Background: an optimization exercise with open tools, aiming at small area, a short achievable clock period and few clock cycles. Do not read the settings as production practice. In this exercise RTL edits were held to simulation tests only and were not proved equivalent to the original. Power and IR drop assume default switching activity.

Setup of pepper:
==> flow/design.v (excerpt) <==
module FemtoRV32(
   input         clk,
   output [31:0] mem_addr,   
   output [31:0] mem_wdata,  
   output [3:0]  mem_wmask,  
   input  [31:0] mem_rdata,  
   output        mem_rstrb,  
   input         mem_rbusy,  
   input         mem_wbusy,  
   input         reset       
);
   wire stall = mem_rbusy | mem_wbusy;
   function [32:0] fast_add(input [31:0] a, input [31:0] b, input cin);
      reg [31:0] g, p, G, P;
      integer lvl, i;
      begin
         g = a & b;
         p = a ^ b;
         G = g;
         P = p;
         G[0] = g[0] | (p[0] & cin);
         for (lvl = 0; lvl < 5; lvl = lvl + 1)
            for (i = 0; i < 32; i = i + 1)
               if (i[lvl]) begin
                  G[i] = G[i] | (P[i] & G[((i >> lvl) << lvl) - 1]);
                  P[i] = P[i] & P[((i >> lvl) << lvl) - 1];
               end
         fast_add = {G[31], p ^ {G[30:0], cin}};
      end
   endfunction
   reg [31:0] B_addr;
   reg [31:0] B_wdata;
   reg [3:0]  B_wmask;
   reg        B_rd;          
   reg        B_fetch;       
   reg        pend;          
   reg        D_valid;       
  ...
Size: roughly 5800 cells after synthesis, about 110 I/O pins, ~68000 um^2 of cells after synthesis.
Settings: LEC_CHECK=0, CAP_MARGIN=30, CORE_MARGIN=2, CORE_UTILIZATION=30, CTS_BUF_LIST=sky130_fd_sc_hd__clkbuf_4 sky130_fd_sc_hd__clkbuf_8, CTS_CLUSTER_SIZE=20, PLACE_DENSITY=0.45, SETUP_SLACK_MARGIN=5, SLEW_MARGIN=30; clock period 10.0 ns.
run.sh (not shown) runs the stock make flow with config.mk's settings and CLKGATE_MAP_FILE= SYNTH_SCRIPT=/design/flow/synth_recipe.tcl, a recipe that flattens the netlist after the stock synthesis.
Testbench counts of pepper, summed over its fixed seeds: cycles 90,074.
For nickel, these inputs were changed with respect to pepper:
- CTS_CLUSTER_SIZE: 20 -> 25
- CTS_BUF_LIST: sky130_fd_sc_hd__clkbuf_4 sky130_fd_sc_hd__clkbuf_8 -> sky130_fd_sc_hd__clkbuf_8
--- outcome ---
- Compared nickel against pepper; synthesized cell count within noise.
- Taking pepper as the reference point, the register-to-register slack of nickel falls by 0.07 ns.
- Going from pepper to nickel, critical path depth saw an increase; cell area after synthesis closely matched the old numbers; final critical delay including setup and external delays lost 0.060 ns.
- Compared with pepper, in nickel total chip power went down, synthesized net count did not really move, highest ir drop seen on vdd went down.
- Compared with pepper, in nickel horizontal die dimension held steady, post-layout instance area ~0 delta.
- Diff nickel..pepper | power dissipated by switching net loads | negligible

---

Another version of the RTL of FemtoRV32 (not shown whole).
Size: about 6200 cells after synthesis, about 1300 flip-flops, ~69000 um^2 of cells after synthesis.
==> flow/config.mk <==
export PLATFORM = sky130hd
export DESIGN_NAME = FemtoRV32
export DESIGN_NICKNAME = FemtoRV32
export VERILOG_FILES = /design/flow/design.v
export SDC_FILE = /design/flow/constraint.sdc
export NUM_CORES = 4
export LEC_CHECK = 0
export CAP_MARGIN = 30
export CORE_MARGIN = 2
export CORE_UTILIZATION = 30
export PLACE_DENSITY = 0.45
export SETUP_SLACK_MARGIN = 5
export SLEW_MARGIN = 30
==> flow/constraint.sdc <==
create_clock -name core_clock -period 10.0 [get_ports {clk}]
set_input_delay 2.0000 -clock core_clock [delete_from_list [all_inputs] [get_ports {clk}]]
set_output_delay 2.0000 -clock core_clock [all_outputs]
set_load 0.01 [all_outputs]
The starting point ran to the end with no violations.
Testbench counts at the start, summed over its fixed seeds: cycles 90,074.
==> next run, changes <==
CORE_UTILIZATION = 40   (was 30)
PLACE_DENSITY = 0.6   (was 0.45)
After rerunning: Setup slack is better by 70 ps; final area shrinks by 1.8%; wire length decreases by 9.8%; synthesized cell count is unchanged; first-iteration DRC count came out higher by 30%; cell count is lower by 7.9%; die area drops by 25%; sequential share of layout area climbs by 0.86 points; global-route usage increases by 6.8 points; register-to-register slack stays flat.

-- re-timing with driven ports --
No port has a modelled driver above. Below, the same layouts with a new extraction and two added sets of constraints. Step 1 (the two cells are an assumption about what drives the block):
set clk [get_ports {clk}]
set_driving_cell -lib_cell sky130_fd_sc_hd__clkbuf_16 $clk
set_driving_cell -lib_cell sky130_fd_sc_hd__buf_2 [delete_from_list [all_inputs] $clk]
Step 2 adds t to the input delays and takes it off the output delays; t is the mean of the earliest and latest rising clock arrival at the registers after step 1. Input paths then give back, and output paths get back, about the clock's delay inside the block. Three values: no drivers, after step 1, after step 2; two values: the first two.
run | t (ns) | setup slack, ns | hold slack, ns | latest minus earliest clock arrival (ns)
pepper | 1.108 | 4.761 / 4.823 / 3.715 | 0.420 / 0.420 / 0.420 | 0.108 / 0.108
nickel | 1.111 | 4.822 / 4.822 / 3.811 | 0.424 / 0.424 / 0.424 | 0.099 / 0.100
the first run of note 2 | 0.918 | 4.775 / 4.838 / 3.920 | 0.423 / 0.423 / 0.423 | 0.053 / 0.054
the second run of note 2 | 0.894 | 4.845 / 4.879 / 3.992 | 0.420 / 0.420 / 0.420 | 0.072 / 0.072
After both steps every run listed still meets setup and hold. For pepper, which loses most, drivers alone change the setup slack by +0.062 ns; drivers and shift together by -1.046 ns.
